Background: an optimization exercise with open tools, aiming at small area, a short achievable clock period and few clock cycles. Do not read the settings as production practice.
Where RTL was checked, it was by simulation tests only, not by an equivalence proof against the original.
Only the layout flow was run in runs 1 and 2; the RTL was not checked for function there.
Power and IR drop assume default switching activity.

`flow/flow/run.sh`:
```
#!/bin/bash
# Standard ORFS layout at the design's clock and constraints, with a larger setup
# target for the timing repair (see params.sh).
set -euo pipefail
source flow/params.sh
bash standard.sh SETUP_SLACK_MARGIN=$SETUP_MARGIN $EXTRA finish > make.log 2>&1
```
`flow/flow/params.sh`:
```
SETUP_MARGIN=9.3
EXTRA="ABC_AREA=1"
```
`flow/standard.sh`:
```
#!/bin/bash
# synth_recipe.tcl (not shown) runs the flow's synth.tcl, then flattens the netlist and writes it again
# the make line also repeats each setting of config.mk as NAME=value (left out here)
make -C /OpenROAD-flow-scripts/flow DESIGN_CONFIG=/design/flow/config.mk WORK_HOME=/design/flow/orfs CLKGATE_MAP_FILE= SYNTH_SCRIPT=/design/flow/synth_recipe.tcl "${@:-finish}"
```
`flow/config.mk`:
```
export PLATFORM = sky130hd
export DESIGN_NAME = infix_calc
export DESIGN_NICKNAME = infix_calc
export VERILOG_FILES = /design/flow/design.v
export SDC_FILE = /design/flow/constraint.sdc
export NUM_CORES = 4
export LEC_CHECK = 0
export CAP_MARGIN = 20
export CORE_MARGIN = 2
export CORE_UTILIZATION = 40
export SLEW_MARGIN = 20
```
`flow/constraint.sdc`:
```
create_clock -name core_clock -period 13.0 [get_ports {CLK}]
set_input_delay 2.6000 -clock core_clock [delete_from_list [all_inputs] [get_ports {CLK}]]
set_output_delay 2.6000 -clock core_clock [all_outputs]
set_load 0.01 [all_outputs]
```
`flow/design.v`:
```
module infix_calc
(
    input  wire       CLK,
    input  wire       RST,
    output reg        BUSY,
    input  wire [7:0] INPUT_SIGN,
    input  wire       SIGN_STB,
    input  wire [7:0] INPUT_NUMBER,
    input  wire       NUMBER_STB,
    output wire [7:0] OUT,
    output reg        OUT_STB
);
wire in_mul = ~INPUT_SIGN[0];
wire in_div = INPUT_SIGN[2] & INPUT_SIGN[1];
wire in_sub = ~INPUT_SIGN[1];
wire take_num = NUMBER_STB & ~SIGN_STB & ~BUSY;
wire take_op  = SIGN_STB & ~NUMBER_STB & ~BUSY;
wire take_end = SIGN_STB & NUMBER_STB & ~BUSY;
reg       r_num;     
reg       r_lo;      
reg       r_end;     
reg [7:0] r_val;     
reg       m_mul;     
reg       m_div;     
reg       n_sub;     
always @(posedge CLK) begin
    if (RST) begin
        r_num <= 1'b0;
        r_lo  <= 1'b0;
        r_end <= 1'b0;
        m_mul <= 1'b0;
        m_div <= 1'b0;
        BUSY  <= 1'b0;
    end else begin
        r_num <= take_num;
        r_lo  <= take_op & ~in_mul & ~in_div;
        r_end <= take_end;
        if (take_op | take_end) begin
            m_mul <= in_mul & take_op;
            m_div <= in_div & take_op;
        end
        BUSY  <= r_num & m_mul & take_op & (in_mul | in_div);
    end
    r_val <= INPUT_NUMBER;
    if (take_op & ~in_mul & ~in_div)
        n_sub <= in_sub;
end
reg  [7:0]    term;
reg           a_num;      
reg           a_mul;
reg           a_div;
reg  [7:0]    a_val;      
reg  [K1-1:0] a_rem;      
reg           b_div;      
reg           b_mul;      
reg  [K2-1:0] b_rem;      
localparam K1 = 3;
localparam K2 = 5;
wire [7:0] x1 = r_val ^ {8{m_div}};    
wire [0:0] dv0 = m_div & term[7];
wire [1:0] ds0 = {1'b0, dv0} + {1'b0, x1[0:0]} + {1'd0, m_div};
wire dq0 = m_div ? (ds0[1] & (x1[7:1] == {7{m_div}})) : term[7];
wire [0:0] dr0 = dq0 ? ds0[0:0] : dv0;
wire [1:0] dv1 = {dr0, m_div & term[6]};
wire [2:0] ds1 = {1'b0, dv1} + {1'b0, x1[1:0]} + {2'd0, m_div};
wire dq1 = m_div ? (ds1[2] & (x1[7:2] == {6{m_div}})) : term[6];
wire [1:0] dr1 = dq1 ? ds1[1:0] : dv1;
wire [2:0] dv2 = {dr1, m_div & term[5]};
wire [3:0] ds2 = {1'b0, dv2} + {1'b0, x1[2:0]} + {3'd0, m_div};
wire dq2 = m_div ? (ds2[3] & (x1[7:3] == {5{m_div}})) : term[5];
wire [2:0] dr2 = dq2 ? ds2[2:0] : dv2;
wire [3:0] dv3 = {a_rem, a_div & term[4]};
wire [4:0] ds3 = {1'b0, dv3} + {1'b0, a_val[3:0]} + {4'd0, a_div};
wire dq3 = a_div ? (ds3[4] & (a_val[7:4] == {4{a_div}})) : term[4];
wire [3:0] dr3 = dq3 ? ds3[3:0] : dv3;
wire [4:0] dv4 = {dr3, a_div & term[3]};
wire [5:0] ds4 = {1'b0, dv4} + {1'b0, a_val[4:0]} + {5'd0, a_div};
wire dq4 = a_div ? (ds4[5] & (a_val[7:5] == {3{a_div}})) : term[3];
wire [4:0] dr4 = dq4 ? ds4[4:0] : dv4;
wire [5:0] dv5 = {b_rem, a_div & term[2]};
wire [6:0] ds5 = {1'b0, dv5} + {1'b0, a_val[5:0]} + {6'd0, a_div};
wire dq5 = a_div ? (ds5[6] & (a_val[7:6] == {2{a_div}})) : term[2];
wire [5:0] dr5 = dq5 ? ds5[5:0] : dv5;
wire [6:0] dv6 = {dr5, a_div & term[1]};
wire [7:0] ds6 = {1'b0, dv6} + {1'b0, a_val[6:0]} + {7'd0, a_div};
wire dq6 = a_div ? (ds6[7] & (a_val[7:7] == {1{a_div}})) : term[1];
wire [6:0] dr6 = dq6 ? ds6[6:0] : dv6;
wire [7:0] dv7 = {dr6, a_div & term[0]};
wire [8:0] ds7 = {1'b0, dv7} + {1'b0, a_val[7:0]} + {8'd0, a_div};
wire dq7 = a_div ? (ds7[8]) : term[0];
wire [7:0] dr7 = dq7 ? ds7[7:0] : dv7;
wire [K1-1:0]    q1 = {dq0, dq1, dq2};
wire [K2-K1-1:0] q2 = {dq3, dq4};
wire [7-K2:0]    q3 = {dq5, dq6, dq7};
wire [7:0]       r3 = dr7;    
always @(posedge CLK) begin
    if (RST) begin
        a_num <= 1'b0;
        b_div <= 1'b0;
        b_mul <= 1'b0;
    end else begin
        a_num <= r_num;
        b_div <= a_num & a_div;
        b_mul <= a_num & a_mul;
    end
    if (r_num) begin
        a_mul <= m_mul;
        a_div <= m_div;
        a_val <= x1;
    end
    a_rem <= dr2;
    b_rem <= dr4;
    if (a_num & ~a_div & ~a_mul)
        term <= a_val;
    else if (b_mul)
        term <= r3;
    else begin
        if (r_num & m_div)
            term[7:8-K1] <= q1;
        if (a_num & a_div)
            term[7-K1:8-K2] <= q2;
        if (b_div)
            term[7-K2:0] <= q3;
    end
end
reg [7:0] sum;
reg       first;     
reg       sop_sub;   
reg       p_sub;     
reg       lo1, lo2, end1, end2;
wire [7:0] base  = first ? 8'd0 : sum;
wire [7:0] total = base + (term ^ {8{sop_sub}}) + {7'd0, sop_sub};
always @(posedge CLK) begin
    if (RST) begin
        lo1     <= 1'b0;
        lo2     <= 1'b0;
        end1    <= 1'b0;
        end2    <= 1'b0;
        first   <= 1'b1;
        sop_sub <= 1'b0;
        OUT_STB <= 1'b0;
    end else begin
        lo1     <= r_lo;
        lo2     <= lo1;
        end1    <= r_end;
        end2    <= end1;
        OUT_STB <= end2;
        if (lo2) begin
            first   <= 1'b0;
            sop_sub <= p_sub;
        end else if (end2) begin
            first   <= 1'b1;
            sop_sub <= 1'b0;
        end
    end
    if (lo1)
        p_sub <= n_sub;
    if (lo2 | end2)
        sum <= total;
end
assign OUT = sum;
endmodule
```
==> results of run 1 <==
final cells by class:
class	count	area (um^2)	share of cell area, %
repair buffers	66	567	9.68
flip-flops and latches	60	1480	25.3
multi-input cells	409	3020	51.5
inverters	100	390	6.67
well taps	140	175	2.99
clock buffers	10	149	2.54
clock inverters	6	73.8	1.26
power by group through the flow:
stage	sequential (mW)	combinational [mW]	clock [mW]
finish	0.211	0.142	0.185
global route	0.212	0.158	0.197
CTS	0.211	0.123	0.189
detailed placement	0.216	0.106	0
global placement	0.216	0.103	0
floorplan	0.213	0.0833	0
worst paths after layout:
kind,slack (ns),end,depth (start not counted)
max,8.55,term[4],32
min,0.40,lo1,2
max reg2reg,8.55,term[4],32
min reg2reg,0.40,lo1,2
placed cells by master (no fill, tap or decap), types with 6 or more instances in the layout:
master / n
sky130_fd_sc_hd__a21oi_1: 18
sky130_fd_sc_hd__a22oi_1: 6
sky130_fd_sc_hd__buf_4: 38
sky130_fd_sc_hd__clkbuf_8: 9
sky130_fd_sc_hd__clkdlybuf4s50_1: 14
sky130_fd_sc_hd__dfxtp_1: 31
sky130_fd_sc_hd__dlygate4sd2_1: 10
sky130_fd_sc_hd__edfxtp_1: 28
sky130_fd_sc_hd__fa_1: 8
sky130_fd_sc_hd__ha_1: 22
sky130_fd_sc_hd__ha_4: 11
sky130_fd_sc_hd__inv_1: 81
sky130_fd_sc_hd__inv_2: 17
sky130_fd_sc_hd__nand2_1: 117
sky130_fd_sc_hd__nand2_2: 20
sky130_fd_sc_hd__nand2_4: 12
sky130_fd_sc_hd__nand3_1: 31
sky130_fd_sc_hd__nand3_2: 11
sky130_fd_sc_hd__nand4_1: 10
sky130_fd_sc_hd__nor2_1: 31
sky130_fd_sc_hd__o21ai_0: 9
sky130_fd_sc_hd__o21ai_1: 10
sky130_fd_sc_hd__xnor2_1: 10
sky130_fd_sc_hd__xor2_1: 28
registers in the layout, indices dropped and copies added (netlist names), 3 cells and up, named ones only:
signal and flops:
term 7, sum 8, r_val 8, b_rem 5
a_rem 3, a_val 8
logic make-up (layout without fill, tap and decap cells):
kind of cell	Yosys count	in the layout	synth area share, %
compound gates	67	67	8.84
xor+xnor	38	38	7.59
fa+ha+maj	46	46	15.3
buf+inv	107	182	9.47
flops	60	60	33.8
simple gates	257	258	25.0
repair_timing:
item                                    CTS  global route
gates cloned                              1             0
pin swaps                                27            35
endpoints found under the setup margin   23            17
setup buffers                            27            15
gates resized for setup                  62            54
through the flow:
step	instances	hold WS [ns]
after floorplan	575	0.388
after global placement	732	0.394
after detailed placement	732	0.394
after CTS	776	0.403
after global routing	791	0.434
final	791	0.400
routing by layer:
metal  share of wire (%)  track usage (%)  up-vias
li1                    -                -     2000
met1                  46             25.3     1835
met2                  50             32.4       61
met3                 2.9             2.45       13
met4                 1.6             5.49        0
met5                   0                0        -
worst register-to-register path: cells and delay by family (launching register included):
family,cells,cell delay (ns)
buffers and inverters,7,0.61
xor gates and xnor gates,1,0.15
and+or+nand+nor,18,1.46
DFF,1,0.39
adders and majority gates,4,1.29
AOI/OAI and AO/OA,2,0.30
==> results.yml, run 1 <==
power:
  internal_power_mw: 0.372
  seqPwrFrac_pct: 39.3
  comb_power_share_pct: 26.4
  p_total_mw: 0.538
  power.density_cell_area_nw_per_um2: 92.0
  power.net_switching_mw: 0.167
  ir_worst_vdd_mv: 0.0769
  p_clk_share_pct: 34.3
  sw_frac_of_total_pct: 30.9
  cell_leakage_power_nw: 2.84
logic_synthesis:
  synth_nets: 641
  postSynthRegisterBits: 60
  netlist_instances: 575
  netlist_top_cells_count: "147 x sky130_fd_sc_hd__nand2_1, 95 x sky130_fd_sc_hd__inv_1, 47 x sky130_fd_sc_hd__nand3_1, 36 x sky130_fd_sc_hd__nor2_1, 33 x sky130_fd_sc_hd__ha_1"
  synth_area_um2: 4390
  syn_avg_cell_area_um2: 7.63
  synth_seq_area_share_pct: 33.8
  synthDominantAreaCellType: "sky130_fd_sc_hd__edfxtp_1"
  netlist.area_leader.share_pct: 19.2
  number_of_synthesized_flops_with_an_enable_pin: 28
  synthFlopType: "sky130_fd_sc_hd__dfxtp_1"
  most_common_cell_in_the_netlist: "sky130_fd_sc_hd__nand2_1"
  synthesis.yosys.warnings: 1
  netlist-cell-type-count: 35
  synth.area.top_cells: "sky130_fd_sc_hd__edfxtp_1 19%, sky130_fd_sc_hd__dfxtp_1 15%, sky130_fd_sc_hd__nand2_1 13%"
  share_of_flip_flops_with_an_asynchronous_set_or_reset_after_synthesis_pct: 0
setup_path:
  critical_path_peak_fanout: 7
  cpMaxStageDelayCell: "sky130_fd_sc_hd__fa_2"
  crit_arrival_ns: 4.54
  criticalPathCategory: "flop to flop"
  cpMostUsedCell: "sky130_fd_sc_hd__nand2_2"
  timing.critical_path.from: "a_div"
  maximum_cell_stage_delay_along_the_critical_path_ns: 0.41
  crit_required_ns: 13.09
  rr_startpoint: "a_div"
  start_kind: "flop"
  critPathCaptureType: "flop"
  timing.critical_path.buf_inv: 7
  worst_path_dominant_cell_family: "simple AND/OR/NAND/NOR gates"
timing:
  hold_viol: 0
  final_period_minus_worst_setup_slack_ns: 4.45
  timing.final.max_slew_violations: 0
  setup_ws_ns: 8.55
  timing.setup.tns_ns: 0
  rsz0062_at_grt: "yes"
  max_slew.worst_pin.slew_ns: 0.547
  fmaxAchievable_ghz: 0.225
  period_utilization_post_route_pct: 34.3
  timing.slew.headroom_pct: 63.4
  clock_skew_ns: 0.0141
  report.final.setup_viol: 0
clock_tree:
  cts_tree: "yes"
  cts-root-to-sink-buffers: 2
  cts_hold_buf: 0
  cts_max_level: 3
  insertion_delay_ns: 0.34
  cts.sink_count: 60
  clkSlewWorstSetupHoldPaths_ns: 0.08
  root_buffer: "sky130_fd_sc_hd__clkbuf_8"
  cts_buffers: 9
global_routing:
  grt_max_degree: 21
  grt_overflow: 0
  first_global_vias: 3700
  grt_first_pass_wirelength_um: 17500
  grt_usage_pct: 19.0
  antenna_violations_before_repair: 0
detailed_routing:
  drt_wl_total_um: 10900
  remaining_drc_errors: 0
  routed_via_density: 4.94
  ant_nets: 0
  firstDrtPassIters: 6
  drt-initial-drc-count: 169
  route.detailed.wl_per_inst_um: 13.8
  via_total_after_detailed_routing: 3909
layout:
  utilization_pct: 54.5
  num-fill-cells: 1028
  diodes: 0
  area.growth.synth_to_final_pct: 33.5
  nets: 712
  final_layout_size_suffix_gt1_share_pct: 25.3
  postLayoutCellArea_um2: 5850
die:
  core.rowCount: 38
  num_io_pins: 30
  floorplan.die.width_um: 109
  fp.dieArea_um2: 11800
  initial_core_util_pct: 40.8
  die_y_um: 109
  placeableCoreArea_um2: 10700
placed_design:
  post-place-ws_ns: 7.68
  routability_congestion: 0.861
  placement.cell_area_um2: 4910
  detailed_place_hpwl_um: 7760
  port_buffers: 24
status:
  run_status: "finished clean"
run:
  drv_cap: 0
hold_path:
  worst_hold_startpoint: "r_lo"
  timing.hold.worst.class: "flop to flop"
==> run 2: changes to the inputs <==
--- a/flow/design.v
+++ b/flow/design.v
@@ -55,43 +55,51 @@
 reg           b_mul;      
 reg  [K2-1:0] b_rem;      
 localparam K1 = 3;
-localparam K2 = 5;
+localparam K2 = 6;
 wire [7:0] x1 = r_val ^ {8{m_div}};    
 wire [0:0] dv0 = m_div & term[7];
 wire [1:0] ds0 = {1'b0, dv0} + {1'b0, x1[0:0]} + {1'd0, m_div};
-wire dq0 = m_div ? (ds0[1] & (x1[7:1] == {7{m_div}})) : term[7];
+wire qd0 = ds0[1] & (x1[7:1] == {7{m_div}});    
+wire dq0 = m_div ? qd0 : term[7];
 wire [0:0] dr0 = dq0 ? ds0[0:0] : dv0;
 wire [1:0] dv1 = {dr0, m_div & term[6]};
 wire [2:0] ds1 = {1'b0, dv1} + {1'b0, x1[1:0]} + {2'd0, m_div};
-wire dq1 = m_div ? (ds1[2] & (x1[7:2] == {6{m_div}})) : term[6];
+wire qd1 = ds1[2] & (x1[7:2] == {6{m_div}});    
+wire dq1 = m_div ? qd1 : term[6];
 wire [1:0] dr1 = dq1 ? ds1[1:0] : dv1;
 wire [2:0] dv2 = {dr1, m_div & term[5]};
 wire [3:0] ds2 = {1'b0, dv2} + {1'b0, x1[2:0]} + {3'd0, m_div};
-wire dq2 = m_div ? (ds2[3] & (x1[7:3] == {5{m_div}})) : term[5];
+wire qd2 = ds2[3] & (x1[7:3] == {5{m_div}});    
+wire dq2 = m_div ? qd2 : term[5];
 wire [2:0] dr2 = dq2 ? ds2[2:0] : dv2;
 wire [3:0] dv3 = {a_rem, a_div & term[4]};
 wire [4:0] ds3 = {1'b0, dv3} + {1'b0, a_val[3:0]} + {4'd0, a_div};
-wire dq3 = a_div ? (ds3[4] & (a_val[7:4] == {4{a_div}})) : term[4];
+wire qd3 = ds3[4] & (a_val[7:4] == {4{a_div}});    
+wire dq3 = a_div ? qd3 : term[4];
 wire [3:0] dr3 = dq3 ? ds3[3:0] : dv3;
 wire [4:0] dv4 = {dr3, a_div & term[3]};
 wire [5:0] ds4 = {1'b0, dv4} + {1'b0, a_val[4:0]} + {5'd0, a_div};
-wire dq4 = a_div ? (ds4[5] & (a_val[7:5] == {3{a_div}})) : term[3];
+wire qd4 = ds4[5] & (a_val[7:5] == {3{a_div}});    
+wire dq4 = a_div ? qd4 : term[3];
 wire [4:0] dr4 = dq4 ? ds4[4:0] : dv4;
-wire [5:0] dv5 = {b_rem, a_div & term[2]};
+wire [5:0] dv5 = {dr4, a_div & term[2]};
 wire [6:0] ds5 = {1'b0, dv5} + {1'b0, a_val[5:0]} + {6'd0, a_div};
-wire dq5 = a_div ? (ds5[6] & (a_val[7:6] == {2{a_div}})) : term[2];
+wire qd5 = ds5[6] & (a_val[7:6] == {2{a_div}});    
+wire dq5 = a_div ? qd5 : term[2];
 wire [5:0] dr5 = dq5 ? ds5[5:0] : dv5;
-wire [6:0] dv6 = {dr5, a_div & term[1]};
+wire [6:0] dv6 = {b_rem, a_div & term[1]};
 wire [7:0] ds6 = {1'b0, dv6} + {1'b0, a_val[6:0]} + {7'd0, a_div};
-wire dq6 = a_div ? (ds6[7] & (a_val[7:7] == {1{a_div}})) : term[1];
+wire qd6 = ds6[7] & (a_val[7:7] == {1{a_div}});    
+wire dq6 = a_div ? qd6 : term[1];
 wire [6:0] dr6 = dq6 ? ds6[6:0] : dv6;
 wire [7:0] dv7 = {dr6, a_div & term[0]};
 wire [8:0] ds7 = {1'b0, dv7} + {1'b0, a_val[7:0]} + {8'd0, a_div};
-wire dq7 = a_div ? (ds7[8]) : term[0];
+wire qd7 = ds7[8];    
+wire dq7 = a_div ? qd7 : term[0];
 wire [7:0] dr7 = dq7 ? ds7[7:0] : dv7;
-wire [K1-1:0]    q1 = {dq0, dq1, dq2};
-wire [K2-K1-1:0] q2 = {dq3, dq4};
-wire [7-K2:0]    q3 = {dq5, dq6, dq7};
+wire [K1-1:0]    q1 = {qd0, qd1, qd2};
+wire [K2-K1-1:0] q2 = {qd3, qd4, qd5};
+wire [7-K2:0]    q3 = {qd6, qd7};
 wire [7:0]       r3 = dr7;    
 always @(posedge CLK) begin
     if (RST) begin
@@ -109,7 +117,7 @@
         a_val <= x1;
     end
     a_rem <= dr2;
-    b_rem <= dr4;
+    b_rem <= dr5;
     if (a_num & ~a_div & ~a_mul)
         term <= a_val;
     else if (b_mul)
==> run 2 against run 1 <==
Net effect: still clean on timing, DRC and antenna; die area grew 3.5%; wire length shrank 0.93%; fmax grew 3.9%; non-clock buffer count shrank 8; sequential cell count grew 1; global-route usage shrank 1.1 points; clock power grew 23%; highest routed layer unchanged.
==> results.yml, run 2 <==
logic_synthesis:
  number_of_synthesized_flops_with_an_enable_pin: 28
  synthDominantAreaCellType: "sky130_fd_sc_hd__edfxtp_1"
  synthesis.yosys.warnings: 1
  netlist-cell-type-count: 38
  syn_avg_cell_area_um2: 7.64
  synthFlopType: "sky130_fd_sc_hd__dfxtp_1"
  synth_seq_area_share_pct: 33.0
  synth_nets: 661
  postSynthRegisterBits: 61
  netlist_instances: 595
  most_common_cell_in_the_netlist: "sky130_fd_sc_hd__nand2_1"
  synth.area.top_cells: "sky130_fd_sc_hd__edfxtp_1 19%, sky130_fd_sc_hd__dfxtp_1 15%, sky130_fd_sc_hd__nand2_1 12%"
  netlist.area_leader.share_pct: 18.5
  netlist_top_cells_count: "146 x sky130_fd_sc_hd__nand2_1, 96 x sky130_fd_sc_hd__inv_1, 45 x sky130_fd_sc_hd__nor2_1, 42 x sky130_fd_sc_hd__nand3_1"
  synth_area_um2: 4540
  share_of_flip_flops_with_an_asynchronous_set_or_reset_after_synthesis_pct: 0
hold_path:
  timing.hold.worst.class: "flop to flop"
clock_tree:
  insertion_delay_ns: 0.33
  cts_tree: "yes"
  cts_max_level: 3
  root_buffer: "sky130_fd_sc_hd__clkbuf_16"
  cts_hold_buf: 0
  cts.sink_count: 61
  clkSlewWorstSetupHoldPaths_ns: 0.06
  cts_buffers: 9
  cts-root-to-sink-buffers: 2
global_routing:
  grt_usage_pct: 18.0
  first_global_vias: 3796
  grt_max_degree: 18
  grt_overflow: 0
  antenna_violations_before_repair: 0
  grt_first_pass_wirelength_um: 17900
die:
  die_y_um: 111
  num_io_pins: 30
  floorplan.die.width_um: 111
  placeableCoreArea_um2: 11000
  fp.dieArea_um2: 12200
  core.rowCount: 38
  initial_core_util_pct: 41.4
detailed_routing:
  drt_wl_total_um: 10800
  firstDrtPassIters: 4
  via_total_after_detailed_routing: 4000
  remaining_drc_errors: 0
  routed_via_density: 4.99
  route.detailed.wl_per_inst_um: 13.4
  drt-initial-drc-count: 206
  ant_nets: 0
setup_path:
  critPathCaptureType: "flop"
  cpMaxStageDelayCell: "sky130_fd_sc_hd__edfxtp_1"
  ff2ff_setup_slack_ns: 8.71
  worst-r2r-cell-count: 27
  reg2reg_to: "b_rem[1]"
  critical_path_peak_fanout: 7
  start_kind: "flop"
  criticalPathCategory: "flop to flop"
  maximum_cell_stage_delay_along_the_critical_path_ns: 0.40
  timing.critical_path.from: "a_div"
  rr_startpoint: "a_div"
  cpMostUsedCell: "sky130_fd_sc_hd__nand2_2"
  crit_required_ns: 13.26
  timing.critical_path.to: "b_rem[1]"
  crit_arrival_ns: 4.55
layout:
  nets: 723
  final_layout_size_suffix_gt1_share_pct: 21.8
  reg_area_um2: 1500
  diodes: 0
  final_common_cell: "sky130_fd_sc_hd__nand2_1"
  num-fill-cells: 1014
  multiInputGateArea_um2: 3060
  post_layout_nonfiller_instances: 802
  utilization_pct: 54.0
  layout_common_cells: "122 x sky130_fd_sc_hd__nand2_1, 93 x sky130_fd_sc_hd__inv_1, 43 x sky130_fd_sc_hd__nor2_1"
  area.growth.synth_to_final_pct: 30.5
  postLayoutCellArea_um2: 5930
timing:
  final_period_minus_worst_setup_slack_ns: 4.29
  clock_skew_ns: 0.00965
  timing.final.max_slew_violations: 0
  timing.slew.headroom_pct: 65.4
  rsz0062_at_grt: "yes"
  finalHoldWorstSlack_ns: 0.402
  timing.setup.tns_ns: 0
  period_utilization_post_route_pct: 33.0
  report.final.setup_viol: 0
  fmaxAchievable_ghz: 0.233
  hold_viol: 0
  max_slew.worst_pin.slew_ns: 0.514
  setup_ws_ns: 8.71
placed_design:
  detailed_place_hpwl_um: 7720
  routability_congestion: 0.852
  post-place-ws_ns: 8.15
  port_buffers: 24
  dp.cells: 752
  placement.cell_area_um2: 5090
power:
  power.density_cell_area_nw_per_um2: 99.2
  internal_power_mw: 0.407
  comb_power_share_pct: 24.3
  seqPwrFrac_pct: 36.8
  p_total_mw: 0.588
  ir_worst_vdd_mv: 0.0609
  sw_frac_of_total_pct: 30.8
  p_clk_share_pct: 38.8
  cell_leakage_power_nw: 2.84
  power.net_switching_mw: 0.181
run:
  drv_cap: 0
status:
  run_status: "finished clean"
## run 2: worst max-delay path, delay by kind of cell, from the launching register on
family | cells | cell delay (ns)
AOI/OAI and AO/OA | 4 | 0.46
adders and majority gates | 4 | 1.22
buffers and inverters | 2 | 0.24
DFF | 1 | 0.40
and+or+nand+nor | 17 | 1.90
## run 2: final cells by class
class                           instances  area share [%]
Clock buffer                            9            3.80
Clock inverter                          7            1.03
Inverter                              100            6.48
Multi-Input combinational cell        427            51.6
Sequential cell                        61            25.3
Tap cell                              140            2.95
Timing Repair Buffer                   58            8.84
## run 2: how the worst min path moves through the flow
stage                     startpoint    to  cells past startpoint
after detailed placement       r_end  end1                      2
after global placement          r_lo   lo1                      2
after global routing           r_end  end1                      2
after floorplan                r_end  end1                      2
after CTS                      r_end  end1                      2
final                          r_end  end1                      2
## run 2: kinds of logic after synthesis
| family | Yosys count | synth area share [%] |
|---|---|---|
| xor+xnor | 38 | 7.32 |
| compound gates | 73 | 8.95 |
| buf+inv | 108 | 9.36 |
| flops | 61 | 33.0 |
| simple gates | 269 | 26.5 |
| fa+ha+maj | 46 | 14.8 |
## run 2: metal layers
layer	GRT usage, %	share of wire (%)
met1	23.4	44
met2	31.1	50
met3	2.74	4.5
met4	4.67	1.4
met5	0	0
## run 2: what timing repair did
item / 4_1_cts / 5_1_grt
buffers inserted: 19 / 13
pin swaps: 25 / 11
setup endpoints to repair: 24 / 17
cloned: 1 / 1
resized for setup: 34 / 46
## run 2: power groups by stage
stage	clock network, mW	registers (mW)	logic, mW
after CTS	0.232	0.217	0.123
after global placement	0	0.221	0.109
after global routing	0.242	0.218	0.162
after detailed placement	0	0.221	0.111
after floorplan	0	0.218	0.0891
final	0.228	0.217	0.143
==> run 3: changes to the inputs <==
--- a/flow/design.v
+++ b/flow/design.v
@@ -54,7 +54,7 @@
 reg           b_div;      
 reg           b_mul;      
 reg  [K2-1:0] b_rem;      
-localparam K1 = 3;
+localparam K1 = 4;
 localparam K2 = 6;
 wire [7:0] x1 = r_val ^ {8{m_div}};    
 wire [0:0] dv0 = m_div & term[7];
@@ -72,12 +72,12 @@
 wire qd2 = ds2[3] & (x1[7:3] == {5{m_div}});    
 wire dq2 = m_div ? qd2 : term[5];
 wire [2:0] dr2 = dq2 ? ds2[2:0] : dv2;
-wire [3:0] dv3 = {a_rem, a_div & term[4]};
-wire [4:0] ds3 = {1'b0, dv3} + {1'b0, a_val[3:0]} + {4'd0, a_div};
-wire qd3 = ds3[4] & (a_val[7:4] == {4{a_div}});    
-wire dq3 = a_div ? qd3 : term[4];
+wire [3:0] dv3 = {dr2, m_div & term[4]};
+wire [4:0] ds3 = {1'b0, dv3} + {1'b0, x1[3:0]} + {4'd0, m_div};
+wire qd3 = ds3[4] & (x1[7:4] == {4{m_div}});    
+wire dq3 = m_div ? qd3 : term[4];
 wire [3:0] dr3 = dq3 ? ds3[3:0] : dv3;
-wire [4:0] dv4 = {dr3, a_div & term[3]};
+wire [4:0] dv4 = {a_rem, a_div & term[3]};
 wire [5:0] ds4 = {1'b0, dv4} + {1'b0, a_val[4:0]} + {5'd0, a_div};
 wire qd4 = ds4[5] & (a_val[7:5] == {3{a_div}});    
 wire dq4 = a_div ? qd4 : term[3];
@@ -97,8 +97,8 @@
 wire qd7 = ds7[8];    
 wire dq7 = a_div ? qd7 : term[0];
 wire [7:0] dr7 = dq7 ? ds7[7:0] : dv7;
-wire [K1-1:0]    q1 = {qd0, qd1, qd2};
-wire [K2-K1-1:0] q2 = {qd3, qd4, qd5};
+wire [K1-1:0]    q1 = {qd0, qd1, qd2, qd3};
+wire [K2-K1-1:0] q2 = {qd4, qd5};
 wire [7-K2:0]    q3 = {qd6, qd7};
 wire [7:0]       r3 = dr7;    
 always @(posedge CLK) begin
@@ -116,7 +116,7 @@
         a_div <= m_div;
         a_val <= x1;
     end
-    a_rem <= dr2;
+    a_rem <= dr3;
     b_rem <= dr5;
     if (a_num & ~a_div & ~a_mul)
         term <= a_val;
==> flow/flow/run.sh (replaced) <==
#!/bin/bash
# Standard ORFS layout at the design's clock and constraints, with a larger setup
# target for the timing repair and plain buffers on the ports (see params.sh).
set -euo pipefail
source flow/params.sh
bash standard.sh SETUP_SLACK_MARGIN=$SETUP_MARGIN "BUFFER_PORTS_ARGS=-buffer_cell $PORT_BUF" $EXTRA finish > make.log 2>&1
==> flow/flow/params.sh (replaced) <==
SETUP_MARGIN=9.3
EXTRA="ABC_AREA=1"
PORT_BUF=sky130_fd_sc_hd__buf_2
==> run 3 against run 2 <==
Net effect: sequential share of layout area rose by 2.5 points; synthesized cell count decreased by 4.0%; cell count down 1.6%; clock power fell by 34%; non-clock buffer count is 12 higher; utilization down 3.1 points; combinational power decreased by 4%; critical path depth is 1 lower; register-to-register slack better by 0.60 ns; clock skew up 0.0014 ns; sequential cell count up 1; via count down 3.3%.
==> results.yml, run 3 <==
global_routing:
  global_route.peak_usage_layer: "met2"
  grt_usage_pct: 17.6
  antenna_violations_before_repair: 0
  first_global_vias: 3567
  grt_overflow: 0
  met1_usage_pct: 22.6
  grt_max_degree: 16
  met3_use_gr_pct: 3.26
  grt_first_pass_wirelength_um: 16400
  grt_use_met2_pct: 29.7
timing:
  period_utilization_post_route_pct: 28.3
  clock_skew_ns: 0.0111
  report.final.setup_viol: 0
  timing.setup.tns_ns: 0
  final_period_minus_worst_setup_slack_ns: 3.68
  max_slew.worst_pin.slew_ns: 0.587
  fmaxAchievable_ghz: 0.272
  timing.final.max_slew_violations: 0
  finalHoldWorstSlack_ns: 0.406
  rsz0062_at_grt: "yes"
  timing.slew.headroom_pct: 60.4
  hold_viol: 0
setup_path:
  start_kind: "flop"
  crit_arrival_ns: 3.91
  critical_path_peak_fanout: 5
  cpMaxStageDelayCell: "sky130_fd_sc_hd__dfxtp_1"
  timing.critical_path.from: "r_val[1]"
  critPathCaptureType: "flop"
  timing.critical_path.buf_inv: 4
  worst_path_dominant_cell_family: "simple AND/OR/NAND/NOR gates"
  cpMostUsedCell: "sky130_fd_sc_hd__nand2_2"
  crit_required_ns: 13.23
  rr_startpoint: "r_val[1]"
  maximum_cell_stage_delay_along_the_critical_path_ns: 0.40
  criticalPathCategory: "flop to flop"
layout:
  layout_common_cells: "125 x sky130_fd_sc_hd__nand2_1, 81 x sky130_fd_sc_hd__inv_1, 43 x sky130_fd_sc_hd__buf_4"
  multiInputGateArea_um2: 2790
  postLayoutCellArea_um2: 5520
  final_common_cell: "sky130_fd_sc_hd__nand2_1"
  post_layout_nonfiller_instances: 789
  num-fill-cells: 1032
  final_layout_size_suffix_gt1_share_pct: 26.8
  area.growth.synth_to_final_pct: 24.0
  diodes: 0
  reg_area_um2: 1540
  nets: 709
clock_tree:
  cts-root-to-sink-buffers: 2
  cts_buffers: 9
  clkSlewWorstSetupHoldPaths_ns: 0.07
  insertion_delay_ns: 0.35
  cts_max_level: 3
  root_buffer: "sky130_fd_sc_hd__clkbuf_8"
  cts.sink_count: 62
  cts_tree: "yes"
logic_synthesis:
  netlist_instances: 571
  synth_seq_area_share_pct: 34.2
  syn_avg_cell_area_um2: 7.79
  synth.area.top_cells: "sky130_fd_sc_hd__edfxtp_1 19%, sky130_fd_sc_hd__dfxtp_1 15%, sky130_fd_sc_hd__nand2_1 12%"
  synthFlopType: "sky130_fd_sc_hd__dfxtp_1"
  postSynthRegisterBits: 62
  netlist.area_leader.share_pct: 18.9
  most_common_cell_in_the_netlist: "sky130_fd_sc_hd__nand2_1"
  share_of_flip_flops_with_an_asynchronous_set_or_reset_after_synthesis_pct: 0
  synthesis.yosys.warnings: 1
  number_of_synthesized_flops_with_an_enable_pin: 28
  synth_nets: 636
  netlist_top_cells_count: "143 x sky130_fd_sc_hd__nand2_1, 89 x sky130_fd_sc_hd__inv_1, 39 x sky130_fd_sc_hd__nor2_1, 36 x sky130_fd_sc_hd__nand3_1, 34 x sky130_fd_sc_hd__dfxtp_1"
  netlist-cell-type-count: 39
  synthDominantAreaCellType: "sky130_fd_sc_hd__edfxtp_1"
  synth_area_um2: 4450
detailed_routing:
  route.detailed.wl_per_inst_um: 13.1
  via_total_after_detailed_routing: 3869
  remaining_drc_errors: 0
  routed_via_density: 4.90
  drt_wl_total_um: 10300
  firstDrtPassIters: 4
  drt-initial-drc-count: 155
  ant_nets: 0
power:
  power.density_cell_area_nw_per_um2: 92.0
  ir_worst_vdd_mv: 0.0586
  cell_leakage_power_nw: 2.65
placed_design:
  detailed_place_hpwl_um: 7470
  placement.cell_area_um2: 4700
  routability_congestion: 0.855
  dp.cells: 727
  port_buffers: 24
die:
  core.rowCount: 38
  floorplan.die.width_um: 109
  die_y_um: 109
  initial_core_util_pct: 41.0
  placeableCoreArea_um2: 10800
  fp.dieArea_um2: 12000
  num_io_pins: 30
status:
  run_status: "finished clean"
hold_path:
  worst_hold_startpoint: "r_end"
  timing.hold.worst.class: "flop to flop"
run:
  drv_cap: 0
==> run 3: cells by family (layout without fill, tap and decap cells) <==
group                    after synthesis  after routing  synth area share (%)
AO/OA/AOI/OAI                         82             82                  11.1
XOR/XNOR                              38             38                  7.48
adder cells (fa/ha/maj)               45             45                  14.7
buffers and inverters                100            178                  9.03
flip-flops                            62             62                  34.2
multiplexers                           1              1                 0.225
AND/OR/NAND/NOR                      243            243                  23.3
==> run 3: through the flow <==
step                power (mW)  setup WS, ns  utilization, %
finish                   0.507          9.32            50.9
global route             0.538          9.00            50.9
CTS                      0.484          9.29            46.4
detailed placement       0.332          8.42            43.4
global placement         0.328          8.44            43.4
floorplan                0.308          9.30               -
==> run 3: final timing paths <==
kind	slack (ns)	depth (start not counted)	endpoint
worst max-delay path	9.32	26	a_rem[0]
worst min-delay path	0.41	2	end1
worst min register to register	0.41	2	end1
worst max register to register	9.32	26	a_rem[0]
==> run 3: repair_timing <==
action                     CTS  global route
buffers inserted            13            33
pin swaps                    6            35
hold buffers                 0             0
setup endpoints to repair   18            18
gates resized for setup     19            62
==> run 3: power by group <==
group          leakage [nW]  internal [mW]  switching [mW]
clock                0.0792         0.0739          0.0766
combinational          2.03         0.0612          0.0754
sequential            0.542          0.212         0.00774
==> run 3: tightest hold or removal path, cell delays in order (launching register included) <==
cell and delay [ns]:
sky130_fd_sc_hd__dfxtp_1 0.30, sky130_fd_sc_hd__inv_1 0.04, sky130_fd_sc_hd__nor2_1 0.03
==> run 3: final cells by class <==
class                      instances  area share, %
clock inverter                     5          0.635
clock buffer                      11           2.56
sequential                        62           27.9
multi-input combinational        409           50.5
inverter                          92           6.42
timing repair buffer              70           8.80
tap                              140           3.18
==> run 3: layer usage <==
metal / wire (um) / share of wire [%] / vias to the layer above
li1: - / - / 2001
met3: 452 / 4.4 / 15
met5: 0 / 0 / -
met4: 210 / 2.0 / 0
met1: 4570 / 44 / 1787
met2: 5080 / 49 / 66
Testbench counts of run 3, summed over its fixed seeds: cycles 14,680.
==> run 4: changes to the inputs <==
==> flow/flow/params.sh (replaced) <==
SETUP_MARGIN=9.3
EXTRA="ABC_AREA=1 PLACE_DENSITY=0.70"
PORT_BUF=sky130_fd_sc_hd__buf_2
==> run 4 against run 3 <==
Net effect: still clean on timing, DRC and antenna; cell area fell by 0.20%; area after synthesis did not move; first-iteration DRC count rose by 46%; die area did not move; wire length rose by 5.0%; critical path type unchanged; highest routed layer unchanged.
==> results.yml, run 4 <==
logic_synthesis:
  synth_seq_area_share_pct: 34.2
  synth.area.top_cells: "sky130_fd_sc_hd__edfxtp_1 19%, sky130_fd_sc_hd__dfxtp_1 15%, sky130_fd_sc_hd__nand2_1 12%"
  share_of_flip_flops_with_an_asynchronous_set_or_reset_after_synthesis_pct: 0
  postSynthRegisterBits: 62
  synthDominantAreaCellType: "sky130_fd_sc_hd__edfxtp_1"
  synth_area_um2: 4450
  netlist.area_leader.share_pct: 18.9
  most_common_cell_in_the_netlist: "sky130_fd_sc_hd__nand2_1"
  synth_nets: 636
  netlist-cell-type-count: 39
  syn_avg_cell_area_um2: 7.79
  number_of_synthesized_flops_with_an_enable_pin: 28
  netlist_top_cells_count: "143 x sky130_fd_sc_hd__nand2_1, 89 x sky130_fd_sc_hd__inv_1, 39 x sky130_fd_sc_hd__nor2_1, 36 x sky130_fd_sc_hd__nand3_1, 34 x sky130_fd_sc_hd__dfxtp_1"
  synthFlopType: "sky130_fd_sc_hd__dfxtp_1"
  netlist_instances: 571
  synthesis.yosys.warnings: 1
placed_design:
  port_buffers: 24
  detailed_place_hpwl_um: 7400
  routability_congestion: 0.881
  placement.cell_area_um2: 4700
layout:
  area.growth.synth_to_final_pct: 23.7
  final_common_cell: "sky130_fd_sc_hd__nand2_1"
  final_layout_size_suffix_gt1_share_pct: 27.0
  utilization_pct: 50.8
  num-fill-cells: 989
  nets: 701
  layout_common_cells: "126 x sky130_fd_sc_hd__nand2_1, 80 x sky130_fd_sc_hd__inv_1, 31 x sky130_fd_sc_hd__buf_4"
  diodes: 0
  postLayoutCellArea_um2: 5500
setup_path:
  ff2ff_setup_slack_ns: 9.21
  cpMaxStageDelayCell: "sky130_fd_sc_hd__fa_2"
  maximum_cell_stage_delay_along_the_critical_path_ns: 0.42
  worst_path_dominant_cell_family: "simple AND/OR/NAND/NOR gates"
  rr_startpoint: "r_val[0]"
  worst-r2r-cell-count: 26
  criticalPathCategory: "flop to flop"
  timing.critical_path.buf_inv: 4
  start_kind: "flop"
  critPathCaptureType: "flop"
  critical_path_peak_fanout: 5
  cpMostUsedCell: "sky130_fd_sc_hd__nand2_2"
  crit_arrival_ns: 4.01
  crit_required_ns: 13.22
  reg2reg_to: "a_rem[0]"
detailed_routing:
  ant_nets: 0
  drt-initial-drc-count: 227
  firstDrtPassIters: 4
  route.detailed.wl_per_inst_um: 13.9
  remaining_drc_errors: 0
  via_total_after_detailed_routing: 3921
  routed_via_density: 5.02
  drt_wl_total_um: 10800
timing:
  fmaxAchievable_ghz: 0.264
  timing.slew.headroom_pct: 60.5
  timing.final.max_slew_violations: 0
  finalHoldWorstSlack_ns: 0.407
  max_slew.worst_pin.slew_ns: 0.587
  period_utilization_post_route_pct: 29.1
  report.final.setup_viol: 0
  rsz0062_at_grt: "yes"
  timing.setup.tns_ns: 0
  final_period_minus_worst_setup_slack_ns: 3.79
  clock_skew_ns: 0.0148
  hold_viol: 0
die:
  placeableCoreArea_um2: 10800
  initial_core_util_pct: 41.0
  fp.dieArea_um2: 12000
  die_y_um: 109
  core.rowCount: 38
  num_io_pins: 30
  floorplan.die.width_um: 109
power:
  p_total_mw: 0.521
  power.net_switching_mw: 0.168
  sw_frac_of_total_pct: 32.2
  power.density_cell_area_nw_per_um2: 94.6
  comb_power_share_pct: 25.7
  ir_worst_vdd_mv: 0.0671
  p_clk_share_pct: 32.0
  internal_power_mw: 0.353
  cell_leakage_power_nw: 2.64
  seqPwrFrac_pct: 42.4
clock_tree:
  root_buffer: "sky130_fd_sc_hd__clkbuf_8"
  cts_buffers: 9
  cts_tree: "yes"
  cts_max_level: 3
  cts.sink_count: 62
  insertion_delay_ns: 0.34
  clkSlewWorstSetupHoldPaths_ns: 0.08
  cts_hold_buf: 0
  cts-root-to-sink-buffers: 2
hold_path:
  min_to: "end1"
  worst_hold_startpoint: "r_end"
  timing.hold.worst_path_depth: 2
  timing.hold.worst.class: "flop to flop"
status:
  run_status: "finished clean"
global_routing:
  antenna_violations_before_repair: 0
  grt_max_degree: 16
  grt_first_pass_wirelength_um: 16400
  grt_overflow: 0
  first_global_vias: 3630
  grt_usage_pct: 17.6
run:
  drv_cap: 0
[run 4: what timing repair did]
item | 4_1_cts | 5_1_grt
endpoints found under the setup margin | 18 | 18
resized for setup | 21 | 68
cloned | 0 | 2
buffers inserted | 14 | 22
pin swaps | 8 | 38
[run 4: worst max-delay path by stage]
stage | from | endpoint | slack, ns | cells after the start
3_3_place_gp | m_div | a_rem[0] | 8.48 | 26
4_1_cts | r_val[5] | a_rem[3] | 9.29 | 29
3_5_place_dp | m_div | a_rem[0] | 8.35 | 26
6_report | r_val[0] | a_rem[0] | 9.21 | 26
2_1_floorplan | m_div | a_rem[0] | 9.30 | 27
5_1_grt | r_val[6] | a_rem[0] | 8.97 | 28
[run 4: cell families (layout without fill, tap and decap cells)]
group           after synthesis  after routing  synth area share, %
buf+inv                     100            168                 9.03
simple gates                243            245                 23.3
xor+xnor                     38             38                 7.48
compound gates               82             82                 11.1
mux                           1              1                0.225
flops                        62             62                 34.2
fa+ha+maj                    45             45                 14.7
[run 4: final cells by class]
| type | count | area (um^2) | share of cell area [%] |
|---|---|---|---|
| multi-input combinational | 411 | 2830 | 51.5 |
| timing repair buffer | 60 | 409 | 7.43 |
| tap | 140 | 175 | 3.18 |
| inverter | 92 | 354 | 6.43 |
| sequential | 62 | 1540 | 27.9 |
| clock inverter | 6 | 46.3 | 0.841 |
| clock buffer | 10 | 149 | 2.71 |
[run 4: power groups by stage]
stage                     sequential [mW]  combinational (mW)  clock, mW
after CTS                           0.220               0.110      0.169
final                               0.221               0.134      0.167
after global routing                0.222               0.151      0.180
after global placement              0.225               0.102          0
after floorplan                     0.221              0.0864          0
after detailed placement            0.225               0.106          0
[run 4: through the flow]
step           cells  setup slack, ns
5_1_grt          781             8.97
2_1_floorplan    571             9.30
6_report         781             9.21
3_3_place_gp     727             8.48
3_5_place_dp     727             8.35
4_1_cts          757             9.29
[run 4: worst reg2reg max path, stage by stage, from the launching register on]
cell	delay (ns)
sky130_fd_sc_hd__dfxtp_4	0.39
sky130_fd_sc_hd__inv_1	0.09
sky130_fd_sc_hd__nand2_2	0.12
sky130_fd_sc_hd__nand3_2	0.15
sky130_fd_sc_hd__fa_2	0.42
sky130_fd_sc_hd__nor2_4	0.12
sky130_fd_sc_hd__nand2_1	0.06
sky130_fd_sc_hd__nand2_2	0.12
sky130_fd_sc_hd__nand2_2	0.08
sky130_fd_sc_hd__o21ai_4	0.08
sky130_fd_sc_hd__inv_2	0.07
sky130_fd_sc_hd__ha_4	0.26
sky130_fd_sc_hd__nand3_2	0.07
sky130_fd_sc_hd__nand2_2	0.09
sky130_fd_sc_hd__nand2_4	0.06
sky130_fd_sc_hd__o21ai_4	0.21
sky130_fd_sc_hd__inv_2	0.07
sky130_fd_sc_hd__nand2_2	0.06
sky130_fd_sc_hd__nand2_2	0.07
sky130_fd_sc_hd__fa_2	0.34
sky130_fd_sc_hd__inv_2	0.08
sky130_fd_sc_hd__nand3_2	0.07
sky130_fd_sc_hd__a21oi_2	0.18
sky130_fd_sc_hd__nand2_1	0.09
sky130_fd_sc_hd__nand2_2	0.12
sky130_fd_sc_hd__nand2_2	0.07
sky130_fd_sc_hd__xor2_1	0.13
[run 4: routing by layer]
layer,vias up,wire (um),GRT usage [%]
met1,1838,4440,22.1
met3,19,585,3.32
met5,-,0,0
met2,82,5590,29.9
li1,1982,-,-
met4,0,206,6.33
==> run 5: changes to the inputs <==
==> flow/flow/params.sh (replaced) <==
SETUP_MARGIN=9.3
EXTRA="ABC_AREA=1 CORE_UTILIZATION=50"
PORT_BUF=sky130_fd_sc_hd__buf_2
==> run 5 against run 4 <==
Net effect: register-to-register slack better by 0.02 ns; critical path type unchanged; non-clock buffer count stayed put; synthesized cell count stayed put; cell count is 4.1% lower.
==> results.yml, run 5 <==
detailed_routing:
  firstDrtPassIters: 4
  drt-initial-drc-count: 136
  routed_via_density: 5.14
  via_total_after_detailed_routing: 3848
  route.detailed.wl_per_inst_um: 14.0
  ant_nets: 0
  remaining_drc_errors: 0
  drt_wl_total_um: 10500
logic_synthesis:
  synth_nets: 636
  netlist_instances: 571
  synthFlopType: "sky130_fd_sc_hd__dfxtp_1"
  netlist.area_leader.share_pct: 18.9
  synthDominantAreaCellType: "sky130_fd_sc_hd__edfxtp_1"
  netlist_top_cells_count: "143 x sky130_fd_sc_hd__nand2_1, 89 x sky130_fd_sc_hd__inv_1, 39 x sky130_fd_sc_hd__nor2_1, 36 x sky130_fd_sc_hd__nand3_1, 34 x sky130_fd_sc_hd__dfxtp_1"
  postSynthRegisterBits: 62
  syn_avg_cell_area_um2: 7.79
  synth_seq_area_share_pct: 34.2
  netlist-cell-type-count: 39
  share_of_flip_flops_with_an_asynchronous_set_or_reset_after_synthesis_pct: 0
  synth.area.top_cells: "sky130_fd_sc_hd__edfxtp_1 19%, sky130_fd_sc_hd__dfxtp_1 15%, sky130_fd_sc_hd__nand2_1 12%"
  synth_area_um2: 4450
  synthesis.yosys.warnings: 1
  number_of_synthesized_flops_with_an_enable_pin: 28
  most_common_cell_in_the_netlist: "sky130_fd_sc_hd__nand2_1"
timing:
  timing.slew.headroom_pct: 62.2
  rsz0062_at_grt: "yes"
  hold_viol: 0
  period_utilization_post_route_pct: 29.0
  report.final.setup_viol: 0
  max_slew.worst_pin.slew_ns: 0.562
  timing.setup.tns_ns: 0
  fmaxAchievable_ghz: 0.266
  clock_skew_ns: 0.0149
  timing.final.max_slew_violations: 0
  final_period_minus_worst_setup_slack_ns: 3.76
clock_tree:
  cts_hold_buf: 0
  cts-root-to-sink-buffers: 2
  root_buffer: "sky130_fd_sc_hd__clkbuf_8"
  clkSlewWorstSetupHoldPaths_ns: 0.08
  cts_max_level: 3
  cts_tree: "yes"
  cts_buffers: 9
  cts.sink_count: 62
  insertion_delay_ns: 0.34
setup_path:
  reg2reg_to: "a_rem[3]"
  crit_arrival_ns: 3.99
  rr_startpoint: "r_val[5]"
  crit_required_ns: 13.23
  maximum_cell_stage_delay_along_the_critical_path_ns: 0.42
  ff2ff_setup_slack_ns: 9.24
  critical_path_peak_fanout: 4
  worst_path_dominant_cell_family: "simple AND/OR/NAND/NOR gates"
  cpMaxStageDelayCell: "sky130_fd_sc_hd__fa_2"
  start_kind: "flop"
  cpMostUsedCell: "sky130_fd_sc_hd__nand2_2"
  criticalPathCategory: "flop to flop"
  timing.critical_path.buf_inv: 5
  worst-r2r-cell-count: 29
  timing.critical_path.from: "r_val[5]"
  critPathCaptureType: "flop"
hold_path:
  timing.hold.worst.class: "flop to flop"
  timing.hold.worst_path_depth: 2
  min_to: "lo1"
  worst_hold_startpoint: "r_lo"
layout:
  layout_common_cells: "130 x sky130_fd_sc_hd__nand2_1, 82 x sky130_fd_sc_hd__inv_1, 34 x sky130_fd_sc_hd__buf_4"
  nets: 701
  area.growth.synth_to_final_pct: 21.7
  final_layout_size_suffix_gt1_share_pct: 25.7
  diodes: 0
  final_common_cell: "sky130_fd_sc_hd__nand2_1"
  postLayoutCellArea_um2: 5420
  num-fill-cells: 780
die:
  num_io_pins: 30
  placeableCoreArea_um2: 8680
  fp.dieArea_um2: 9670
  core.rowCount: 34
  initial_core_util_pct: 51.3
  die_y_um: 98.3
  floorplan.die.width_um: 98.3
status:
  run_status: "finished clean"
placed_design:
  placement.cell_area_um2: 4660
  routability_congestion: 0.844
  port_buffers: 24
  detailed_place_hpwl_um: 7560
global_routing:
  grt_max_degree: 16
  grt_overflow: 0
  first_global_vias: 3550
  grt_first_pass_wirelength_um: 16500
  grt_usage_pct: 21.5
  antenna_violations_before_repair: 0
power:
  cell_leakage_power_nw: 2.63
  p_total_mw: 0.526
  ir_worst_vdd_mv: 0.0698
  power.density_cell_area_nw_per_um2: 97.2
run:
  drv_cap: 0
[run 5: worst max-delay path by stage]
stage / cells after the start / end / slack, ns
2_1_floorplan: 27 / a_rem[0] / 9.30
3_3_place_gp: 26 / a_rem[3] / 8.39
3_5_place_dp: 27 / a_rem[3] / 8.31
4_1_cts: 18 / term[6] / 9.31
5_1_grt: 27 / a_rem[1] / 9.03
6_report: 29 / a_rem[3] / 9.24
[run 5: worst register-to-register path: cells and delay by family, from the launching register on]
family | cells | cell delay, ns
simple gates | 18 | 1.48
compound gates | 3 | 0.45
buf+inv | 5 | 0.31
flops | 1 | 0.37
fa+ha+maj | 3 | 1.05
[run 5: area by class of cell]
| cell class | count | area, um^2 | share of cell area (%) |
|---|---|---|---|
| clock inverters | 7 | 78.8 | 1.46 |
| repair buffers | 60 | 398 | 7.35 |
| well taps | 108 | 135 | 2.50 |
| flip-flops and latches | 62 | 1540 | 28.4 |
| multi-input cells | 411 | 2790 | 51.6 |
| inverters | 92 | 350 | 6.47 |
| clock buffers | 9 | 124 | 2.29 |
[run 5: repair_timing]
action                     4_1_cts  5_1_grt
gates cloned                     0        2
pin swaps                        8       34
setup endpoints to repair       18       18
setup buffers                   12       24
gates resized for setup         23       53
[run 5: report_power, final]
part	switching, mW	internal [mW]	leakage (nW)
combinational	0.0739	0.0554	1.98
clock	0.0855	0.0913	0.106
sequential	0.00815	0.212	0.542
total	0.167	0.359	2.63
[run 5: through the flow]
| stage | worst slack [ns] | std cells | hold WS (ns) | utilization, % |
|---|---|---|---|---|
| final | 9.24 | 749 | 0.404 | 62.4 |
| after global routing | 9.03 | 749 | 0.418 | 62.4 |
| after floorplan | 9.30 | 571 | 0.388 | - |
| after global placement | 8.39 | 695 | 0.389 | 53.7 |
| after detailed placement | 8.31 | 695 | 0.394 | 53.7 |
| after CTS | 9.31 | 723 | 0.407 | 57.8 |
[run 5: layer usage]
layer  vias to the layer above  routed length [um]  share of wire [%]  GRT usage [%]
li1                       1980                   -                  -              -
met1                      1788                4720                 45           28.1
met2                        60                5260                 50           36.2
met3                        20                 268                2.6           3.65
met4                         0                 202                1.9           7.17
met5                         -                   0                  0              0
[run 5: logic make-up (layout without fill, tap and decap cells)]
logic type	Yosys count	in the layout	synth area share, %
flops	62	62	34.2
fa+ha+maj	45	45	14.7
buf+inv	100	168	9.03
xor+xnor	38	38	7.48
compound gates	82	82	11.1
simple gates	243	245	23.3
mux	1	1	0.225
==> run 6: changes to the inputs <==
==> flow/flow/params.sh (replaced) <==
SETUP_MARGIN=9.3
EXTRA=""
PORT_BUF=sky130_fd_sc_hd__buf_2
==> run 6 against run 5 <==
Net effect: still clean on timing, DRC and antenna; hold slack better by 0.020 ns; synthesized cell count decreased by 23%; clock power shrank 11%; cell count fell by 11%; sequential share of layout area down 1.5 points; wire length fell by 1.7%; clock skew is 0.0039 ns lower; die area up 19%; via count fell by 8.3%; setup slack got worse by 0.67 ns; largest power group unchanged.
==> results.yml, run 6 <==
detailed_routing:
  route.detailed.wl_per_inst_um: 15.4
  ant_nets: 0
  via_total_after_detailed_routing: 3527
  remaining_drc_errors: 0
  drt-initial-drc-count: 140
  routed_via_density: 5.27
  drt_wl_total_um: 10300
  firstDrtPassIters: 4
clock_tree:
  root_buffer: "sky130_fd_sc_hd__clkbuf_8"
  cts_hold_buf: 0
  cts_tree: "yes"
  clkSlewWorstSetupHoldPaths_ns: 0.08
  cts_buffers: 9
  insertion_delay_ns: 0.34
  cts.sink_count: 62
  cts-root-to-sink-buffers: 2
  cts_max_level: 3
setup_path:
  rr_startpoint: "r_val[7]"
  maximum_cell_stage_delay_along_the_critical_path_ns: 0.54
  worst_path_dominant_cell_family: "simple AND/OR/NAND/NOR gates"
  crit_required_ns: 13.23
  reg2reg_to: "a_rem[3]"
  timing.critical_path.buf_inv: 0
  criticalPathCategory: "flop to flop"
  critPathCaptureType: "flop"
  ff2ff_setup_slack_ns: 8.56
  worst-r2r-cell-count: 18
  critical_path_peak_fanout: 3
  start_kind: "flop"
  crit_arrival_ns: 4.67
  crit_path_cell_trace: "or4_4, or3_4, o221ai_4, fa_2, nor4_4, a21oi_2, mux2i_2, ha_4, a21oi_4, nor4_2, mux2_2, fa_2, nor2b_1, o21ai_1, a21oi_2, nand2_1, nand2_2, mux2_4"
  cpMaxStageDelayCell: "sky130_fd_sc_hd__or4_4"
power:
  cell_leakage_power_nw: 2.33
  ir_worst_vdd_mv: 0.0727
  internal_power_mw: 0.396
  power.density_cell_area_nw_per_um2: 105
  sw_frac_of_total_pct: 33.3
  comb_power_share_pct: 36.0
  p_clk_share_pct: 26.4
  power.net_switching_mw: 0.197
  seqPwrFrac_pct: 37.6
logic_synthesis:
  synth_seq_area_share_pct: 35.6
  postSynthRegisterBits: 62
  synth_nets: 506
  netlist.area_leader.share_pct: 19.7
  share_of_flip_flops_with_an_asynchronous_set_or_reset_after_synthesis_pct: 0
  netlist_top_cells_count: "34 x sky130_fd_sc_hd__dfxtp_1, 33 x sky130_fd_sc_hd__ha_1, 33 x sky130_fd_sc_hd__o21ai_0, 32 x sky130_fd_sc_hd__a21oi_1, 32 x sky130_fd_sc_hd__nor2_1"
  synthDominantAreaCellType: "sky130_fd_sc_hd__edfxtp_1"
  synth.area.top_cells: "sky130_fd_sc_hd__edfxtp_1 20%, sky130_fd_sc_hd__dfxtp_1 16%, sky130_fd_sc_hd__ha_1 9.7%"
  netlist-cell-type-count: 58
  most_common_cell_in_the_netlist: "sky130_fd_sc_hd__dfxtp_1"
  syn_avg_cell_area_um2: 9.69
  number_of_synthesized_flops_with_an_enable_pin: 28
  synthesis.yosys.warnings: 1
  synthFlopType: "sky130_fd_sc_hd__dfxtp_1"
  synth_area_um2: 4270
  netlist_instances: 441
layout:
  final_common_cell: "sky130_fd_sc_hd__buf_4"
  postLayoutCellArea_um2: 5660
  diodes: 0
  reg_area_um2: 1520
  multiInputGateArea_um2: 3050
  nets: 593
  final_layout_size_suffix_gt1_share_pct: 35.6
  area.growth.synth_to_final_pct: 32.4
  num-fill-cells: 921
  layout_common_cells: "47 x sky130_fd_sc_hd__buf_4, 33 x sky130_fd_sc_hd__dfxtp_1, 29 x sky130_fd_sc_hd__nor2_1"
timing:
  period_utilization_post_route_pct: 34.1
  report.final.setup_viol: 0
  timing.final.max_slew_violations: 0
  max_slew.worst_pin.slew_ns: 0.525
  timing.slew.headroom_pct: 64.9
  fmaxAchievable_ghz: 0.225
  hold_viol: 0
  rsz0062_at_grt: "yes"
  clock_skew_ns: 0.0110
  final_period_minus_worst_setup_slack_ns: 4.44
  timing.setup.tns_ns: 0
hold_path:
  min_to: "p_sub"
  timing.hold.worst_path_depth: 0
  timing.hold.worst.class: "flop to flop"
  worst_hold_startpoint: "n_sub"
die:
  fp.dieArea_um2: 11500
  floorplan.die.width_um: 107
  core.rowCount: 37
  die_y_um: 107
  initial_core_util_pct: 41.2
  placeableCoreArea_um2: 10400
  num_io_pins: 30
global_routing:
  first_global_vias: 3436
  grt_overflow: 0
  grt_first_pass_wirelength_um: 16600
  grt_max_degree: 27
  grt_usage_pct: 18.4
  antenna_violations_before_repair: 0
placed_design:
  detailed_place_hpwl_um: 6910
  placement.cell_area_um2: 4710
  port_buffers: 24
  routability_congestion: 0.840
status:
  run_status: "finished clean"
run:
  drv_cap: 0
-- run 6: layout make-up --
cell class / instances / share of cell area, %
clock buffers: 9 / 2.19
clock inverters: 7 / 0.995
well taps: 136 / 3.01
multi-input cells: 348 / 53.8
repair buffers: 87 / 11.7
inverters: 20 / 1.37
flip-flops and latches: 62 / 26.9
-- run 6: through the flow --
step | setup WS [ns] | cells | total power, mW | utilization, % | hold WS, ns
floorplan | 8.64 | 441 | 0.346 | - | 0.400
global placement | 8.14 | 591 | 0.373 | 45.5 | 0.403
detailed placement | 8.10 | 591 | 0.377 | 45.5 | 0.408
CTS | 8.56 | 656 | 0.578 | 52.5 | 0.428
global route | 8.35 | 669 | 0.627 | 54.6 | 0.435
finish | 8.56 | 669 | 0.593 | 54.6 | 0.424
-- run 6: cells by family after synthesis --
group                    count (synthesis)  share of synthesized area (%)
AND/OR/NAND/NOR                        128                           15.6
adder cells (fa/ha/maj)                 45                           15.3
flip-flops                              62                           35.6
XOR/XNOR                                36                           7.38
multiplexers                            25                           6.41
AO/OA/AOI/OAI                          114                           17.0
buffers and inverters                   31                           2.78
-- run 6: worst max path at each step --
stage              from        to  slack (ns)  depth (start not counted)
6_report       r_val[7]  a_rem[3]        8.56                         18
3_3_place_gp      a_div   term[4]        8.14                         14
5_1_grt        r_val[7]  a_rem[3]        8.35                         19
4_1_cts        r_val[7]   term[4]        8.56                         19
2_1_floorplan  r_val[4]  a_rem[3]        8.64                         19
3_5_place_dp      a_div   term[4]        8.10                         14
-- run 6: power groups by stage --
stage / logic, mW / clock network (mW) / registers (mW)
4_1_cts: 0.193 / 0.162 / 0.223
3_5_place_dp: 0.149 / 0 / 0.228
2_1_floorplan: 0.122 / 0 / 0.224
5_1_grt: 0.231 / 0.171 / 0.224
6_report: 0.214 / 0.157 / 0.223
3_3_place_gp: 0.145 / 0 / 0.227
-- run 6: repair_timing --
| action | 4_1_cts | 5_1_grt |
|---|---|---|
| pin swaps | 28 | 12 |
| cloned | 0 | 0 |
| buffers inserted | 49 | 13 |
| gates resized for setup | 47 | 23 |
| endpoints found under the setup margin | 18 | 18 |
-- run 6: metal layers --
metal,vias to the layer above,track usage (%),part of all wire [%]
li1,1763,-,-
met1,1695,24.0,45
met2,55,31.0,50
met3,14,3.69,3.7
met4,0,5.22,1.4
met5,-,0,0
==> run 7: changes to the inputs <==
==> flow/flow/params.sh (replaced) <==
SETUP_MARGIN=9.3
EXTRA="ABC_AREA=1 CTS_CLUSTER_SIZE=30 CTS_CLUSTER_DIAMETER=100 CTS_BUF_LIST=sky130_fd_sc_hd__clkbuf_8"
PORT_BUF=sky130_fd_sc_hd__buf_2
==> run 7 against run 6 <==
Net effect: sequential power about the same; via count increased by 9.7%; non-clock buffer count decreased by 17; highest routed layer unchanged.
==> results.yml, run 7 <==
timing:
  timing.final.max_slew_violations: 0
  setup_ws_ns: 9.32
  report.final.setup_viol: 0
  timing.slew.headroom_pct: 60.4
  final_period_minus_worst_setup_slack_ns: 3.68
  finalHoldWorstSlack_ns: 0.406
  timing.setup.tns_ns: 0
  max_slew.worst_pin.slew_ns: 0.587
  rsz0062_at_grt: "yes"
  hold_viol: 0
  fmaxAchievable_ghz: 0.272
  clock_skew_ns: 0.0111
  period_utilization_post_route_pct: 28.3
hold_path:
  timing.hold.worst.class: "flop to flop"
setup_path:
  crit_arrival_ns: 3.91
  cpMostUsedCell: "sky130_fd_sc_hd__nand2_2"
  ff2ff_setup_slack_ns: 9.32
  worst-r2r-cell-count: 26
  maximum_cell_stage_delay_along_the_critical_path_ns: 0.40
  timing.critical_path.to: "a_rem[0]"
  cpMaxStageDelayCell: "sky130_fd_sc_hd__dfxtp_1"
  start_kind: "flop"
  cp.depth: 26
  criticalPathCategory: "flop to flop"
  crit_required_ns: 13.23
  reg2reg_to: "a_rem[0]"
  critical_path_peak_fanout: 5
  rr_startpoint: "r_val[1]"
  critPathCaptureType: "flop"
  worst_path_dominant_cell_family: "simple AND/OR/NAND/NOR gates"
  timing.critical_path.buf_inv: 4
  timing.critical_path.from: "r_val[1]"
logic_synthesis:
  synthesis.yosys.warnings: 1
  netlist-cell-type-count: 39
  netlist_top_cells_count: "143 x sky130_fd_sc_hd__nand2_1, 89 x sky130_fd_sc_hd__inv_1, 39 x sky130_fd_sc_hd__nor2_1, 36 x sky130_fd_sc_hd__nand3_1, 34 x sky130_fd_sc_hd__dfxtp_1"
  postSynthRegisterBits: 62
  synth_seq_area_share_pct: 34.2
  most_common_cell_in_the_netlist: "sky130_fd_sc_hd__nand2_1"
  synth_nets: 636
  netlist.area_leader.share_pct: 18.9
  share_of_flip_flops_with_an_asynchronous_set_or_reset_after_synthesis_pct: 0
  synth_area_um2: 4450
  synthFlopType: "sky130_fd_sc_hd__dfxtp_1"
  syn_avg_cell_area_um2: 7.79
  number_of_synthesized_flops_with_an_enable_pin: 28
  synthDominantAreaCellType: "sky130_fd_sc_hd__edfxtp_1"
  synth.area.top_cells: "sky130_fd_sc_hd__edfxtp_1 19%, sky130_fd_sc_hd__dfxtp_1 15%, sky130_fd_sc_hd__nand2_1 12%"
  netlist_instances: 571
clock_tree:
  cts-root-to-sink-buffers: 2
  cts.sink_count: 62
  cts_hold_buf: 0
  root_buffer: "sky130_fd_sc_hd__clkbuf_8"
  cts_buffers: 9
  cts_max_level: 3
  insertion_delay_ns: 0.35
  clkSlewWorstSetupHoldPaths_ns: 0.07
  cts_tree: "yes"
detailed_routing:
  firstDrtPassIters: 4
  remaining_drc_errors: 0
  routed_via_density: 4.90
  drt_wl_total_um: 10300
  route.detailed.wl_per_inst_um: 13.1
  drt-initial-drc-count: 155
  via_total_after_detailed_routing: 3869
  ant_nets: 0
die:
  num_io_pins: 30
  fp.dieArea_um2: 12000
  floorplan.die.width_um: 109
  initial_core_util_pct: 41.0
  die_y_um: 109
  core.rowCount: 38
  placeableCoreArea_um2: 10800
layout:
  num-fill-cells: 1032
  area.growth.synth_to_final_pct: 24.0
  diodes: 0
  post_layout_nonfiller_instances: 789
  final_layout_size_suffix_gt1_share_pct: 26.8
  layout_common_cells: "125 x sky130_fd_sc_hd__nand2_1, 82 x sky130_fd_sc_hd__inv_1, 43 x sky130_fd_sc_hd__buf_4"
  nets: 709
  postLayoutCellArea_um2: 5520
  utilization_pct: 50.9
  final_common_cell: "sky130_fd_sc_hd__nand2_1"
power:
  cell_leakage_power_nw: 2.65
  p_total_mw: 0.506
  ir_worst_vdd_mv: 0.0586
  power.density_cell_area_nw_per_um2: 91.8
placed_design:
  port_buffers: 24
  dp.cells: 727
  post-place-ws_ns: 8.42
  detailed_place_hpwl_um: 7470
  placement.cell_area_um2: 4700
  routability_congestion: 0.855
global_routing:
  antenna_violations_before_repair: 0
  grt_usage_pct: 17.6
  grt_overflow: 0
  grt_first_pass_wirelength_um: 16400
  first_global_vias: 3567
  grt_max_degree: 16
status:
  run_status: "finished clean"
run:
  drv_cap: 0
==> run 7: layer usage <==
metal  up-vias  track usage [%]  wire, um
li1       2001                -         -
met1      1787             22.6      4570
met2        66             29.7      5080
met3        15             3.26       452
met4         0             6.24       210
met5         -                0         0
==> run 7: worst register-to-register path: stages, from the launching register on <==
cell	delay [ns]
sky130_fd_sc_hd__dfxtp_1	0.40
sky130_fd_sc_hd__inv_1	0.12
sky130_fd_sc_hd__nand3_2	0.09
sky130_fd_sc_hd__nand3_2	0.09
sky130_fd_sc_hd__fa_2	0.40
sky130_fd_sc_hd__nor2_2	0.12
sky130_fd_sc_hd__nand2_1	0.07
sky130_fd_sc_hd__nand2_2	0.10
sky130_fd_sc_hd__nand2_1	0.07
sky130_fd_sc_hd__nand2_2	0.07
sky130_fd_sc_hd__inv_1	0.06
sky130_fd_sc_hd__ha_4	0.28
sky130_fd_sc_hd__nand3_2	0.07
sky130_fd_sc_hd__nand2_2	0.09
sky130_fd_sc_hd__nand2_4	0.06
sky130_fd_sc_hd__o21ai_4	0.21
sky130_fd_sc_hd__inv_2	0.06
sky130_fd_sc_hd__nand2_2	0.06
sky130_fd_sc_hd__nand2_2	0.07
sky130_fd_sc_hd__fa_2	0.33
sky130_fd_sc_hd__inv_2	0.07
sky130_fd_sc_hd__nand3_2	0.06
sky130_fd_sc_hd__a21oi_2	0.18
sky130_fd_sc_hd__nand2_1	0.08
sky130_fd_sc_hd__nand2_2	0.12
sky130_fd_sc_hd__nand2_2	0.07
sky130_fd_sc_hd__xor2_1	0.14
==> run 7: area by class of cell <==
type                    count  area (um^2)  area share, %
multi-input cells         409         2790           50.5
clock inverters             6         38.8          0.703
clock buffers              10          138           2.50
flip-flops and latches     62         1540           27.9
repair buffers             70          485           8.80
well taps                 140          175           3.18
inverters                  92          354           6.42
==> run 7: power breakdown <==
part / leakage [nW] / switching (mW) / internal (mW) / total (mW)
Sequential: 0.542 / 0.00774 / 0.212 / 0.220
Clock: 0.0834 / 0.0767 / 0.0731 / 0.150
Combinational: 2.03 / 0.0754 / 0.0612 / 0.137
==> run 7: logic make-up after synthesis <==
| logic type | share of synthesized area, % |
|---|---|
| buf+inv | 9.03 |
| flops | 34.2 |
| fa+ha+maj | 14.7 |
| xor+xnor | 7.48 |
| mux | 0.225 |
| simple gates | 23.3 |
| compound gates | 11.1 |
==> run 7: worst min path at each step <==
stage	startpoint	end	slack [ns]	cells after the start
3_5_place_dp	end1	end2	0.40	2
4_1_cts	end1	end2	0.41	2
5_1_grt	end1	end2	0.41	2
2_1_floorplan	r_end	end1	0.39	2
6_report	r_end	end1	0.41	2
3_3_place_gp	r_end	end1	0.39	2
==> run 7: what timing repair did <==
item	CTS	global route
setup endpoints to repair	18	18
pin swaps	6	35
gates resized for setup	19	62
buffers inserted	13	33

Setup slack of run 7, layout unchanged: 9.319 ns with ideal ports, 9.319 ns with driving cells assumed (clock clkbuf_16, inputs buf_2), 9.319 ns with port delays also shifted by the 0.370 ns mid clock arrival.
